This is an optimization exercise on Yosys and OpenROAD, whose aim is small area, not a production implementation.
For this run, only the layout was checked, not whether the RTL still works.
Power figures rest on the tool's default switching activity, not on a simulated workload.

===== flow/standard.sh =====
#!/bin/bash
# synth_recipe.tcl (not shown) runs the flow's synth.tcl, then flattens the netlist and writes it again
# the make line also repeats each setting of config.mk as NAME=value (left out here)
make -C /OpenROAD-flow-scripts/flow DESIGN_CONFIG=/design/flow/config.mk WORK_HOME=/design/flow/orfs CLKGATE_MAP_FILE= SYNTH_SCRIPT=/design/flow/synth_recipe.tcl "${@:-finish}"

===== flow/design.v =====
module adder_tree (
    input           clk,
    input           rst_n,
    input  [127:0]  s_axis_din_data,
    input           s_axis_din_valid,
    output          s_axis_din_ready,
    output [11:0]   m_axis_dout_data,
    output          m_axis_dout_valid,
    input           m_axis_dout_ready
);
    reg  vld;
    wire ld = ~vld | m_axis_dout_ready;
    assign s_axis_din_ready  = ld;
    assign m_axis_dout_valid = vld;
    always @(posedge clk)
        if (~rst_n) vld <= 1'b0;
        else if (ld) vld <= s_axis_din_valid;
    wire s1;
    wire c2;
    wire s3;
    wire c4;
    wire s5;
    wire c6;
    wire s7;
    wire c8;
    wire s9;
    wire c10;
    wire s11;
    wire c12;
    wire s13;
    wire c14;
    wire s15;
    wire c16;
    wire s17;
    wire c18;
    wire s19;
    wire c20;
    wire s21;
    wire c22;
    wire s23;
    wire c24;
    wire s25;
    wire c26;
    wire s27;
    wire c28;
    wire s29;
    wire c30;
    wire s31;
    wire c32;
    wire s33;
    wire c34;
    wire s35;
    wire c36;
    wire s37;
    wire c38;
    wire s39;
    wire c40;
    wire s41;
    wire c42;
    wire s43;
    wire c44;
    wire s45;
    wire c46;
    wire s47;
    wire c48;
    wire s49;
    wire c50;
    wire s51;
    wire c52;
    wire s53;
    wire c54;
    wire s55;
    wire c56;
    wire s57;
    wire c58;
    wire s59;
    wire c60;
    wire s61;
    wire c62;
    wire s63;
    wire c64;
    wire s65;
    wire c66;
    wire s67;
    wire c68;
    wire s69;
    wire c70;
    wire s71;
    wire c72;
    wire s73;
    wire c74;
    wire s75;
    wire c76;
    wire s77;
    wire c78;
    wire s79;
    wire c80;
    wire s81;
    wire c82;
    wire s83;
    wire c84;
    wire s85;
    wire c86;
    wire s87;
    wire c88;
    wire s89;
    wire c90;
    wire s91;
    wire c92;
    wire s93;
    wire c94;
    wire s95;
    wire c96;
    wire s97;
    wire c98;
    wire s99;
    wire c100;
    wire s101;
    wire c102;
    wire s103;
    wire c104;
    wire s105;
    wire c106;
    wire s107;
    wire c108;
    wire s109;
    wire c110;
    wire s111;
    wire c112;
    wire s113;
    wire c114;
    wire s115;
    wire c116;
    wire s117;
    wire c118;
    wire s119;
    wire c120;
    wire s121;
    wire c122;
    wire s123;
    wire c124;
    wire s125;
    wire c126;
    wire s127;
    wire c128;
    wire s129;
    wire c130;
    wire s131;
    wire c132;
    wire s133;
    wire c134;
    wire s135;
    wire c136;
    wire s137;
    wire c138;
    wire s139;
    wire c140;
    wire s141;
    wire c142;
    wire s143;
    wire c144;
    wire s145;
    wire c146;
    wire s147;
    wire c148;
    wire s149;
    wire c150;
    wire s151;
    wire c152;
    wire s153;
    wire c154;
    wire s155;
    wire c156;
    wire s157;
    wire c158;
    wire s159;
    wire c160;
    wire s161;
    wire c162;
    wire s163;
    wire c164;
    wire s165;
    wire c166;
    wire s167;
    wire c168;
    wire s169;
    wire c170;
    wire s171;
    wire c172;
    wire s173;
    wire c174;
    wire s175;
    wire c176;
    wire s177;
    wire c178;
    wire s179;
    wire c180;
    wire s181;
    wire c182;
    wire s183;
    wire c184;
    wire s185;
    wire c186;
    wire s187;
    wire c188;
    wire s189;
    wire c190;
    wire s191;
    wire c192;
    wire s193;
    wire c194;
    wire n195;
    wire s196;
    wire c197;
    wire s198;
    wire c199;
    wire s200;
    wire c201;
    wire n202;
    wire s203;
    wire c204;
    wire n205;
    wire s206;
    wire c207;
    wire n208;
    wire s209;
    wire c210;
    wire s211;
    wire c212;
    wire s213;
    wire c214;
    wire s215;
    wire c216;
    wire s217;
    wire c218;
    wire n219;
    wire s220;
    wire c221;
    wire s222;
    wire c223;
    wire s224;
    wire c225;
    wire n226;
    wire s227;
    wire c228;
    wire s229;
    wire c230;
    wire n231;
    wire s232;
    wire c233;
    wire n234;
    wire s235;
    wire c236;
    wire s237;
    wire c238;
    wire s239;
    wire c240;
    wire s241;
    wire c242;
    wire s243;
    wire c244;
    wire s245;
    wire c246;
    wire n247;
    wire s248;
    wire c249;
    reg q0_0;
    reg q1_0;
    reg q2_0;
    reg q3_0;
    reg q4_0;
    reg q5_0;
    reg q5_1;
    reg q5_2;
    reg q6_0;
    reg q6_1;
    reg q7_0;
    reg q7_1;
    reg q8_0;
    reg q8_1;
    reg q9_0;
    reg q9_1;
    reg q10_0;
    reg q10_1;
    always @(posedge clk)
        if (ld) begin
            q0_0 <= s15;
            q1_0 <= s39;
            q2_0 <= s67;
            q3_0 <= s97;
            q4_0 <= s127;
            q5_0 <= c126;
            q5_1 <= s155;
            q5_2 <= c128;
            q6_0 <= c156;
            q6_1 <= s183;
            q7_0 <= c184;
            q7_1 <= s215;
            q8_0 <= c216;
            q8_1 <= s229;
            q9_0 <= c230;
            q9_1 <= s235;
            q10_0 <= c233;
            q10_1 <= c236;
        end
    adder_tree_fa u_s1 (.a(s_axis_din_data[0]), .b(s_axis_din_data[8]), .ci(s_axis_din_data[16]), .s(s1), .co(c2));
    adder_tree_fa u_s3 (.a(s_axis_din_data[24]), .b(s_axis_din_data[32]), .ci(s_axis_din_data[40]), .s(s3), .co(c4));
    adder_tree_fa u_s5 (.a(s_axis_din_data[48]), .b(s_axis_din_data[56]), .ci(s_axis_din_data[64]), .s(s5), .co(c6));
    adder_tree_fa u_s7 (.a(s_axis_din_data[72]), .b(s_axis_din_data[80]), .ci(s_axis_din_data[88]), .s(s7), .co(c8));
    adder_tree_fa u_s9 (.a(s_axis_din_data[96]), .b(s_axis_din_data[104]), .ci(s_axis_din_data[112]), .s(s9), .co(c10));
    adder_tree_fa u_s11 (.a(s_axis_din_data[120]), .b(s1), .ci(s3), .s(s11), .co(c12));
    adder_tree_fa u_s13 (.a(s5), .b(s7), .ci(s9), .s(s13), .co(c14));
    adder_tree_ha u_s15 (.a(s11), .b(s13), .s(s15), .co(c16));
    adder_tree_fa u_s17 (.a(s_axis_din_data[1]), .b(s_axis_din_data[9]), .ci(s_axis_din_data[17]), .s(s17), .co(c18));
    adder_tree_fa u_s19 (.a(s_axis_din_data[25]), .b(s_axis_din_data[33]), .ci(s_axis_din_data[41]), .s(s19), .co(c20));
    adder_tree_fa u_s21 (.a(s_axis_din_data[49]), .b(s_axis_din_data[57]), .ci(s_axis_din_data[65]), .s(s21), .co(c22));
    adder_tree_fa u_s23 (.a(s_axis_din_data[73]), .b(s_axis_din_data[81]), .ci(s_axis_din_data[89]), .s(s23), .co(c24));
    adder_tree_fa u_s25 (.a(s_axis_din_data[97]), .b(s_axis_din_data[105]), .ci(s_axis_din_data[113]), .s(s25), .co(c26));
    adder_tree_fa u_s27 (.a(s_axis_din_data[121]), .b(c2), .ci(c4), .s(s27), .co(c28));
    adder_tree_fa u_s29 (.a(c6), .b(c8), .ci(c10), .s(s29), .co(c30));
    adder_tree_fa u_s31 (.a(s17), .b(s19), .ci(s21), .s(s31), .co(c32));
    adder_tree_fa u_s33 (.a(s23), .b(s25), .ci(c12), .s(s33), .co(c34));
    adder_tree_fa u_s35 (.a(s27), .b(c14), .ci(s29), .s(s35), .co(c36));
    adder_tree_fa u_s37 (.a(s31), .b(c16), .ci(s33), .s(s37), .co(c38));
    adder_tree_ha u_s39 (.a(s35), .b(s37), .s(s39), .co(c40));
    adder_tree_fa u_s41 (.a(s_axis_din_data[2]), .b(s_axis_din_data[10]), .ci(s_axis_din_data[18]), .s(s41), .co(c42));
    adder_tree_fa u_s43 (.a(s_axis_din_data[26]), .b(s_axis_din_data[34]), .ci(s_axis_din_data[42]), .s(s43), .co(c44));
    adder_tree_fa u_s45 (.a(s_axis_din_data[50]), .b(s_axis_din_data[58]), .ci(s_axis_din_data[66]), .s(s45), .co(c46));
    adder_tree_fa u_s47 (.a(s_axis_din_data[74]), .b(s_axis_din_data[82]), .ci(s_axis_din_data[90]), .s(s47), .co(c48));
    adder_tree_fa u_s49 (.a(s_axis_din_data[98]), .b(s_axis_din_data[106]), .ci(s_axis_din_data[114]), .s(s49), .co(c50));
    adder_tree_fa u_s51 (.a(s_axis_din_data[122]), .b(c18), .ci(c20), .s(s51), .co(c52));
    adder_tree_fa u_s53 (.a(c22), .b(c24), .ci(c26), .s(s53), .co(c54));
    adder_tree_fa u_s55 (.a(s41), .b(s43), .ci(s45), .s(s55), .co(c56));
    adder_tree_fa u_s57 (.a(s47), .b(s49), .ci(c28), .s(s57), .co(c58));
    adder_tree_fa u_s59 (.a(c30), .b(s51), .ci(c32), .s(s59), .co(c60));
    adder_tree_fa u_s61 (.a(s53), .b(s55), .ci(s57), .s(s61), .co(c62));
    adder_tree_fa u_s63 (.a(c34), .b(c36), .ci(s59), .s(s63), .co(c64));
    adder_tree_fa u_s65 (.a(s61), .b(c38), .ci(s63), .s(s65), .co(c66));
    adder_tree_ha u_s67 (.a(c40), .b(s65), .s(s67), .co(c68));
    adder_tree_fa u_s69 (.a(s_axis_din_data[3]), .b(s_axis_din_data[11]), .ci(s_axis_din_data[19]), .s(s69), .co(c70));
    adder_tree_fa u_s71 (.a(s_axis_din_data[27]), .b(s_axis_din_data[35]), .ci(s_axis_din_data[43]), .s(s71), .co(c72));
    adder_tree_fa u_s73 (.a(s_axis_din_data[51]), .b(s_axis_din_data[59]), .ci(s_axis_din_data[67]), .s(s73), .co(c74));
    adder_tree_fa u_s75 (.a(s_axis_din_data[75]), .b(s_axis_din_data[83]), .ci(s_axis_din_data[91]), .s(s75), .co(c76));
    adder_tree_fa u_s77 (.a(s_axis_din_data[99]), .b(s_axis_din_data[107]), .ci(s_axis_din_data[115]), .s(s77), .co(c78));
    adder_tree_fa u_s79 (.a(s_axis_din_data[123]), .b(c42), .ci(c44), .s(s79), .co(c80));
    adder_tree_fa u_s81 (.a(c46), .b(c48), .ci(c50), .s(s81), .co(c82));
    adder_tree_fa u_s83 (.a(s69), .b(s71), .ci(s73), .s(s83), .co(c84));
    adder_tree_fa u_s85 (.a(s75), .b(s77), .ci(c52), .s(s85), .co(c86));
    adder_tree_fa u_s87 (.a(c54), .b(s79), .ci(c56), .s(s87), .co(c88));
    adder_tree_fa u_s89 (.a(s81), .b(s83), .ci(c58), .s(s89), .co(c90));
    adder_tree_fa u_s91 (.a(s85), .b(c60), .ci(s87), .s(s91), .co(c92));
    adder_tree_fa u_s93 (.a(c62), .b(s89), .ci(c64), .s(s93), .co(c94));
    adder_tree_fa u_s95 (.a(s91), .b(c66), .ci(s93), .s(s95), .co(c96));
    adder_tree_ha u_s97 (.a(c68), .b(s95), .s(s97), .co(c98));
    adder_tree_fa u_s99 (.a(s_axis_din_data[4]), .b(s_axis_din_data[12]), .ci(s_axis_din_data[20]), .s(s99), .co(c100));
    adder_tree_fa u_s101 (.a(s_axis_din_data[28]), .b(s_axis_din_data[36]), .ci(s_axis_din_data[44]), .s(s101), .co(c102));
    adder_tree_fa u_s103 (.a(s_axis_din_data[52]), .b(s_axis_din_data[60]), .ci(s_axis_din_data[68]), .s(s103), .co(c104));
    adder_tree_fa u_s105 (.a(s_axis_din_data[76]), .b(s_axis_din_data[84]), .ci(s_axis_din_data[92]), .s(s105), .co(c106));
    adder_tree_fa u_s107 (.a(s_axis_din_data[100]), .b(s_axis_din_data[108]), .ci(s_axis_din_data[116]), .s(s107), .co(c108));
    adder_tree_fa u_s109 (.a(s_axis_din_data[124]), .b(c70), .ci(c72), .s(s109), .co(c110));
    adder_tree_fa u_s111 (.a(c74), .b(c76), .ci(c78), .s(s111), .co(c112));
    adder_tree_fa u_s113 (.a(s99), .b(s101), .ci(s103), .s(s113), .co(c114));
    adder_tree_fa u_s115 (.a(s105), .b(s107), .ci(c80), .s(s115), .co(c116));
    adder_tree_fa u_s117 (.a(c82), .b(s109), .ci(c84), .s(s117), .co(c118));
    adder_tree_fa u_s119 (.a(s111), .b(s113), .ci(c86), .s(s119), .co(c120));
    adder_tree_fa u_s121 (.a(s115), .b(c88), .ci(s117), .s(s121), .co(c122));
    adder_tree_fa u_s123 (.a(c90), .b(s119), .ci(c92), .s(s123), .co(c124));
    adder_tree_fa u_s125 (.a(s121), .b(c94), .ci(s123), .s(s125), .co(c126));
    adder_tree_fa u_s127 (.a(c96), .b(s125), .ci(c98), .s(s127), .co(c128));
    adder_tree_fa u_s129 (.a(s_axis_din_data[5]), .b(s_axis_din_data[13]), .ci(s_axis_din_data[21]), .s(s129), .co(c130));
    adder_tree_fa u_s131 (.a(s_axis_din_data[29]), .b(s_axis_din_data[37]), .ci(s_axis_din_data[45]), .s(s131), .co(c132));
    adder_tree_fa u_s133 (.a(s_axis_din_data[53]), .b(s_axis_din_data[61]), .ci(s_axis_din_data[69]), .s(s133), .co(c134));
    adder_tree_fa u_s135 (.a(s_axis_din_data[77]), .b(s_axis_din_data[85]), .ci(s_axis_din_data[93]), .s(s135), .co(c136));
    adder_tree_fa u_s137 (.a(s_axis_din_data[101]), .b(s_axis_din_data[109]), .ci(s_axis_din_data[117]), .s(s137), .co(c138));
    adder_tree_fa u_s139 (.a(s_axis_din_data[125]), .b(c100), .ci(c102), .s(s139), .co(c140));
    adder_tree_fa u_s141 (.a(c104), .b(c106), .ci(c108), .s(s141), .co(c142));
    adder_tree_fa u_s143 (.a(s129), .b(s131), .ci(s133), .s(s143), .co(c144));
    adder_tree_fa u_s145 (.a(s135), .b(s137), .ci(c110), .s(s145), .co(c146));
    adder_tree_fa u_s147 (.a(c112), .b(s139), .ci(c114), .s(s147), .co(c148));
    adder_tree_fa u_s149 (.a(s141), .b(s143), .ci(c116), .s(s149), .co(c150));
    adder_tree_fa u_s151 (.a(s145), .b(c118), .ci(s147), .s(s151), .co(c152));
    adder_tree_fa u_s153 (.a(c120), .b(s149), .ci(c122), .s(s153), .co(c154));
    adder_tree_fa u_s155 (.a(s151), .b(c124), .ci(s153), .s(s155), .co(c156));
    adder_tree_fa u_s157 (.a(s_axis_din_data[6]), .b(s_axis_din_data[14]), .ci(s_axis_din_data[22]), .s(s157), .co(c158));
    adder_tree_fa u_s159 (.a(s_axis_din_data[30]), .b(s_axis_din_data[38]), .ci(s_axis_din_data[46]), .s(s159), .co(c160));
    adder_tree_fa u_s161 (.a(s_axis_din_data[54]), .b(s_axis_din_data[62]), .ci(s_axis_din_data[70]), .s(s161), .co(c162));
    adder_tree_fa u_s163 (.a(s_axis_din_data[78]), .b(s_axis_din_data[86]), .ci(s_axis_din_data[94]), .s(s163), .co(c164));
    adder_tree_fa u_s165 (.a(s_axis_din_data[102]), .b(s_axis_din_data[110]), .ci(s_axis_din_data[118]), .s(s165), .co(c166));
    adder_tree_fa u_s167 (.a(s_axis_din_data[126]), .b(c130), .ci(c132), .s(s167), .co(c168));
    adder_tree_fa u_s169 (.a(c134), .b(c136), .ci(c138), .s(s169), .co(c170));
    adder_tree_fa u_s171 (.a(s157), .b(s159), .ci(s161), .s(s171), .co(c172));
    adder_tree_fa u_s173 (.a(s163), .b(s165), .ci(c140), .s(s173), .co(c174));
    adder_tree_fa u_s175 (.a(c142), .b(s167), .ci(c144), .s(s175), .co(c176));
    adder_tree_fa u_s177 (.a(s169), .b(s171), .ci(c146), .s(s177), .co(c178));
    adder_tree_fa u_s179 (.a(s173), .b(c148), .ci(s175), .s(s179), .co(c180));
    adder_tree_fa u_s181 (.a(c150), .b(s177), .ci(c152), .s(s181), .co(c182));
    adder_tree_fa u_s183 (.a(s179), .b(c154), .ci(s181), .s(s183), .co(c184));
    adder_tree_fa u_s185 (.a(s_axis_din_data[7]), .b(s_axis_din_data[15]), .ci(s_axis_din_data[23]), .s(s185), .co(c186));
    adder_tree_fa u_s187 (.a(s_axis_din_data[31]), .b(s_axis_din_data[39]), .ci(s_axis_din_data[47]), .s(s187), .co(c188));
    adder_tree_fa u_s189 (.a(s_axis_din_data[55]), .b(s_axis_din_data[63]), .ci(s_axis_din_data[71]), .s(s189), .co(c190));
    adder_tree_fa u_s191 (.a(s_axis_din_data[79]), .b(s_axis_din_data[87]), .ci(s_axis_din_data[95]), .s(s191), .co(c192));
    adder_tree_fa u_s193 (.a(s_axis_din_data[103]), .b(s_axis_din_data[111]), .ci(s_axis_din_data[119]), .s(s193), .co(c194));
    assign n195 = ~s_axis_din_data[127];
    adder_tree_fa u_s196 (.a(n195), .b(c158), .ci(c160), .s(s196), .co(c197));
    adder_tree_fa u_s198 (.a(c162), .b(c164), .ci(c166), .s(s198), .co(c199));
    adder_tree_fa u_s200 (.a(s185), .b(s187), .ci(s189), .s(s200), .co(c201));
    assign n202 = ~s191;
    adder_tree_fa u_s203 (.a(n202), .b(c168), .ci(c170), .s(s203), .co(c204));
    assign n205 = ~s193;
    adder_tree_fa u_s206 (.a(n205), .b(s196), .ci(c172), .s(s206), .co(c207));
    assign n208 = ~s200;
    adder_tree_fa u_s209 (.a(s198), .b(n208), .ci(c174), .s(s209), .co(c210));
    adder_tree_fa u_s211 (.a(c176), .b(s203), .ci(s206), .s(s211), .co(c212));
    adder_tree_fa u_s213 (.a(c178), .b(s209), .ci(c180), .s(s213), .co(c214));
    adder_tree_fa u_s215 (.a(s211), .b(c182), .ci(s213), .s(s215), .co(c216));
    adder_tree_fa u_s217 (.a(c186), .b(c188), .ci(c190), .s(s217), .co(c218));
    assign n219 = ~c192;
    adder_tree_fa u_s220 (.a(n219), .b(c197), .ci(c199), .s(s220), .co(c221));
    adder_tree_fa u_s222 (.a(c194), .b(c201), .ci(s217), .s(s222), .co(c223));
    adder_tree_fa u_s224 (.a(c204), .b(c207), .ci(s220), .s(s224), .co(c225));
    assign n226 = ~s222;
    adder_tree_fa u_s227 (.a(n226), .b(c210), .ci(c212), .s(s227), .co(c228));
    adder_tree_fa u_s229 (.a(s224), .b(c214), .ci(s227), .s(s229), .co(c230));
    assign n231 = ~c221;
    adder_tree_fa u_s232 (.a(c218), .b(n231), .ci(c223), .s(s232), .co(c233));
    assign n234 = ~s232;
    adder_tree_fa u_s235 (.a(c225), .b(n234), .ci(c228), .s(s235), .co(c236));
    adder_tree_fa u_s237 (.a(q5_0), .b(q5_1), .ci(q5_2), .s(s237), .co(c238));
    adder_tree_fa u_s239 (.a(q6_0), .b(q6_1), .ci(c238), .s(s239), .co(c240));
    adder_tree_fa u_s241 (.a(q7_0), .b(q7_1), .ci(c240), .s(s241), .co(c242));
    adder_tree_fa u_s243 (.a(q8_0), .b(q8_1), .ci(c242), .s(s243), .co(c244));
    adder_tree_fa u_s245 (.a(q9_0), .b(q9_1), .ci(c244), .s(s245), .co(c246));
    assign n247 = ~q10_0;
    adder_tree_fa u_s248 (.a(n247), .b(q10_1), .ci(c246), .s(s248), .co(c249));
    wire [11:0] ra = {c249, s248, s245, s243, s241, s239, s237, q4_0, q3_0, q2_0, q1_0, q0_0};
    wire [11:0] rb = {1'b0, 1'b0, 1'b0, 1'b0, 1'b0, 1'b0, 1'b0, 1'b0, 1'b0, 1'b0, 1'b0, 1'b0};
    assign m_axis_dout_data = (ra + rb) ^ 12'h800;
endmodule
module adder_tree_fa (input a, input b, input ci, output s, output co);
    assign s  = a ^ b ^ ci;
    assign co = (a & b) | (a & ci) | (b & ci);
endmodule
module adder_tree_ha (input a, input b, output s, output co);
    assign s  = a ^ b;
    assign co = a & b;
endmodule

===== flow/config.mk =====
export PLATFORM = sky130hd
export DESIGN_NAME = adder_tree
export DESIGN_NICKNAME = adder_tree
export VERILOG_FILES = /design/flow/design.v
export SDC_FILE = /design/flow/constraint.sdc
export NUM_CORES = 4
export LEC_CHECK = 0
export CAP_MARGIN = 20
export CORE_MARGIN = 2
export CORE_UTILIZATION = 65
export SETUP_SLACK_MARGIN = 0.05
export SLEW_MARGIN = 20
export SYNTH_HIERARCHICAL = 1
export SYNTH_MINIMUM_KEEP_SIZE = 0

===== flow/flow/run.sh =====
#!/bin/bash
# Own layout flow: the standard ORFS flow (standard.sh, unchanged
# synthesis), with two layout choices changed:
#  - the port buffers that global placement inserts on every input and output
#    are the smallest buffer, sky130_fd_sc_hd__buf_1, instead of the default
#    pick (a delay cell), and
#  - clock tree synthesis uses small clock buffers and inserts no dummy loads.
# Every tool's full output is kept: make's output in flow_make.log, and each
# ORFS step's log under orfs/logs/.
set -euo pipefail
cd "$(dirname "${BASH_SOURCE[0]}")/.."
CTS_BUFS="${CTS_BUFS:-sky130_fd_sc_hd__clkbuf_4}"
bash standard.sh REMOVE_ABC_BUFFERS=1 \
  "BUFFER_PORTS_ARGS=-buffer_cell sky130_fd_sc_hd__buf_1" \
  "CTS_ARGS=-sink_clustering_enable -repair_clock_nets -dont_use_dummy_load -sink_clustering_size ${CTS_CLUSTER:-10} -buf_list $CTS_BUFS" \
  finish > flow_make.log 2>&1
test -f out/final.def

===== flow/constraint.sdc =====
create_clock -name core_clock -period 3.7 [get_ports {clk}]
set_input_delay 0.7400 -clock core_clock [delete_from_list [all_inputs] [get_ports {clk}]]
set_output_delay 0.7400 -clock core_clock [all_outputs]
set_load 0.01 [all_outputs]

==> out/summary.txt <==
Status -> complete, but fails checks
Failing Checks -> negative setup slack
# port buffers -> 145
Crit path arrival time -> 4160 ps
Combinational share of power -> 74.5%
Initial antenna violation count -> 0
DP HPWL -> 5180 um
Hold WC Path Type -> primary input to flip-flop
Initial DRC count -> 30
Initial Util -> 66.1%
Synthesized cell area -> 3080 um2
Largest net degree at the start of global routing -> 21
Vias in the first global route -> 2093
Hold EP -> vld$_SDFFE_PN0P_
P&R area growth vs syn -> 20.6%
Largest area contributor in the netlist -> fa_1
WS Path Type -> primary input to flip-flop
Worst EP required -> 3730 ps
GRT Overall Usage -> 21.9%
Antenna-violating nets left -> 0
R2r setup slk -> 2820 ps
Die Width -> 72.9 um
Relative slew slack -> 82.4%
Final period util -> 111%
H-tree levels -> 1
Drt first pass iters -> 4
Crit start category -> primary input
Post-synthesis sequential area ratio -> 18.2%
Vias after detailed routing -> 1792
Endpoints failing setup -> 5
Final WL -> 5250 um
Final Hold Viols -> 0
Switching Share -> 41.7%
Core area -> 4660 um2
Post-synth top cells -> fa_1, edfxtp_1, buf_4, inv_1, ha_1
Hold slack final -> 669 ps
Setup ws final -> -424 ps
Fillers -> 276
Syn avg cell area -> 18.9 um2
I/O pins -> 146
Via density -> 5.06
Die height -> 72.9 um
Clk root buf -> clkbuf_4
GP Congestion -> 0.838
Final Util -> 79.7%
Worst-skew pair later-pin latency -> 290 ps
Max-slew violation count -> 0
Synth top area share -> 75.4%
Inserted Clock Buffers -> 3
Least-Margin Pin Slew -> 264 ps
Final clock skew -> 5.46 ps
First-pass GRT wire length -> 8580 um
HP Start -> s_axis_din_valid
Worst reg2reg path depth -> 1
Synth Flop Type -> edfxtp_1
EDFF count, synth -> 18
CTS tree -> done
Most frequent cell after synthesis -> fa_1
Net Sw Power -> 1.11 mW
Row cnt -> 25
Minimum clock period -> 4120 ps
DR WL/cell -> 14.8 um
Drt drc -> 0
Hold Crit Depth -> 3
Yosys reg bits -> 19
Peak Freq -> 242 MHz
Setup crit end kind -> flip-flop
Post-synth cell types -> 8
Synth async-reset ratio -> 0%
Synth area leaders -> fa_1, edfxtp_1, buf_4
N_diodes -> 0
Worst IR Drop VDD -> 0.393 mV
Post-layout power -> 2.66 mW
Post-Synthesis Cells -> 163
Share of cells above drive strength 1 -> 9.67%
Ys Warns -> 7
Sink Count -> 19
Placed cell area -> 3610 um2
Leakage power -> 1.33 nW
RSZ-0062 raised after global routing -> yes
CTS clock-pin slew for the worst setup and hold paths -> 90 ps
Fin area -> 3720 um2
Worst-case clock buffer depth -> 2
Reg2reg start -> vld$_SDFFE_PN0P_
Clock network power share -> 3.5%
Layout net count -> 554
Reg power frac -> 22.0%
Reg2reg end -> q5_0$_DFFE_PP_
P per Cell Area -> 716 nW/um2
Congestion Overflow GR -> 0
Pint -> 1.55 mW
Die Area -> 5310 um2
Max Cap Viol -> 0
Critical path fanouts, max -> 1
## per-module statistics from Yosys, one instance, submodules excluded
module | cells inside | cell area, um2 | times used | flops+latches
adder_tree | 43 | 709 | 1 | 19
adder_tree_fa | 1 | 20.0 | 116 | 0
adder_tree_ha | 1 | 12.5 | 4 | 0
## power by group through the flow
stage	clock [mW]	combinational, mW	sequential, mW
2_1_floorplan	0	1.28	0.593
3_3_place_gp	0	1.80	0.583
3_5_place_dp	0	1.85	0.586
4_1_cts	0.0956	1.96	0.587
5_1_grt	0.104	2.30	0.599
6_report	0.0928	1.98	0.584
## cell type report
cell class / instances / area [um2] / area share, %
multi-input combinational: 122 / 2460 / 66.1
timing repair buffer: 145 / 567 / 15.3
sequential: 19 / 561 / 15.1
tap: 54 / 67.6 / 1.82
inverter: 11 / 41.3 / 1.11
clock buffer: 3 / 22.5 / 0.606
## layer usage
layer  part of all wire (%)  GRT usage, %
met1                     30          24.3
met2                     62          42.8
met3                    5.8          4.01
met4                    2.2          5.35
met5                      0             0
## worst max path at each step
stage                        startpoint        endpoint  cells past startpoint
floorplan           s_axis_din_data[48]  q4_0$_DFFE_PP_                      8
global placement    s_axis_din_data[48]  q4_0$_DFFE_PP_                      9
detailed placement  s_axis_din_data[48]  q4_0$_DFFE_PP_                      9
CTS                 s_axis_din_data[65]  q4_0$_DFFE_PP_                      9
global route        s_axis_din_data[17]  q4_0$_DFFE_PP_                      9
finish              s_axis_din_data[49]  q4_0$_DFFE_PP_                      9
## stage by stage
step | worst slack (ps) | setup TNS (ps) | std cells
2_1_floorplan | -626 | -1460 | 152
3_3_place_gp | -814 | -3310 | 351
3_5_place_dp | -878 | -3790 | 351
4_1_cts | -455 | -1280 | 354
5_1_grt | -485 | -1410 | 354
6_report | -424 | -1070 | 354
## kinds of logic (layout without fill, tap and decap cells)
group | count (synthesis) | count (layout) | synth area share (%)
simple gates | 1 | 1 | 0.447
flops | 19 | 19 | 18.2
buf+inv | 22 | 159 | 4.02
fa+ha+maj | 120 | 120 | 77.0
compound gates | 1 | 1 | 0.365
## layout by cell type (no fill, tap or decap)
cell	n
a21boi_2	1
dfxtp_1	1
inv_2	1
inv_1	10
buf_6	3
buf_1	142
clkbuf_4	3
ha_1	3
fa_1	97
nand2b_4	1
edfxtp_1	18
ha_4	1
fa_2	19
## what timing repair did
item | in CTS | in global routing
hold buffers | 0 | 0
setup buffers | 0 | 0
cloned | 0 | 0
pin swaps | 7 | 3
setup endpoints to repair | 6 | 5
gates resized for setup | 17 | 11
## critical path, cell delays in order
cell and delay [ps]:
buf_1 90, fa_1 520, fa_2 410, fa_1 470, fa_2 350, fa_1 470
fa_1 520, ha_4 180, fa_1 420

[afterwards: timing with drivers on the ports]
How much do the figures lean on ideal ports? The routed layout below was timed once more, with nothing changed but the port constraints.
Step 1 sets driving cells, clkbuf_16 on the clock port and buf_2 on the other inputs (assumed; they add their load-dependent delay and slew).
Step 2 adds t to the input delays and takes it off the output delays; t is the mean of the earliest and latest rising clock arrival at the registers after step 1. Input paths then give back, and output paths get back, about the clock's delay inside the block.
Slacks: ideal ports / drivers / drivers and shift; pairs: ideal ports / drivers.
t (ns): 0.300
setup WS [ns]: -0.424 / -0.430 / -0.731
worst setup path after step 2: input to register
clock arrival spread, ns: 0.005 / 0.005
pins driven straight from the clock port: 1
The setup slack of this run moves by -0.006 ns with the drivers and by -0.307 ns with both steps.
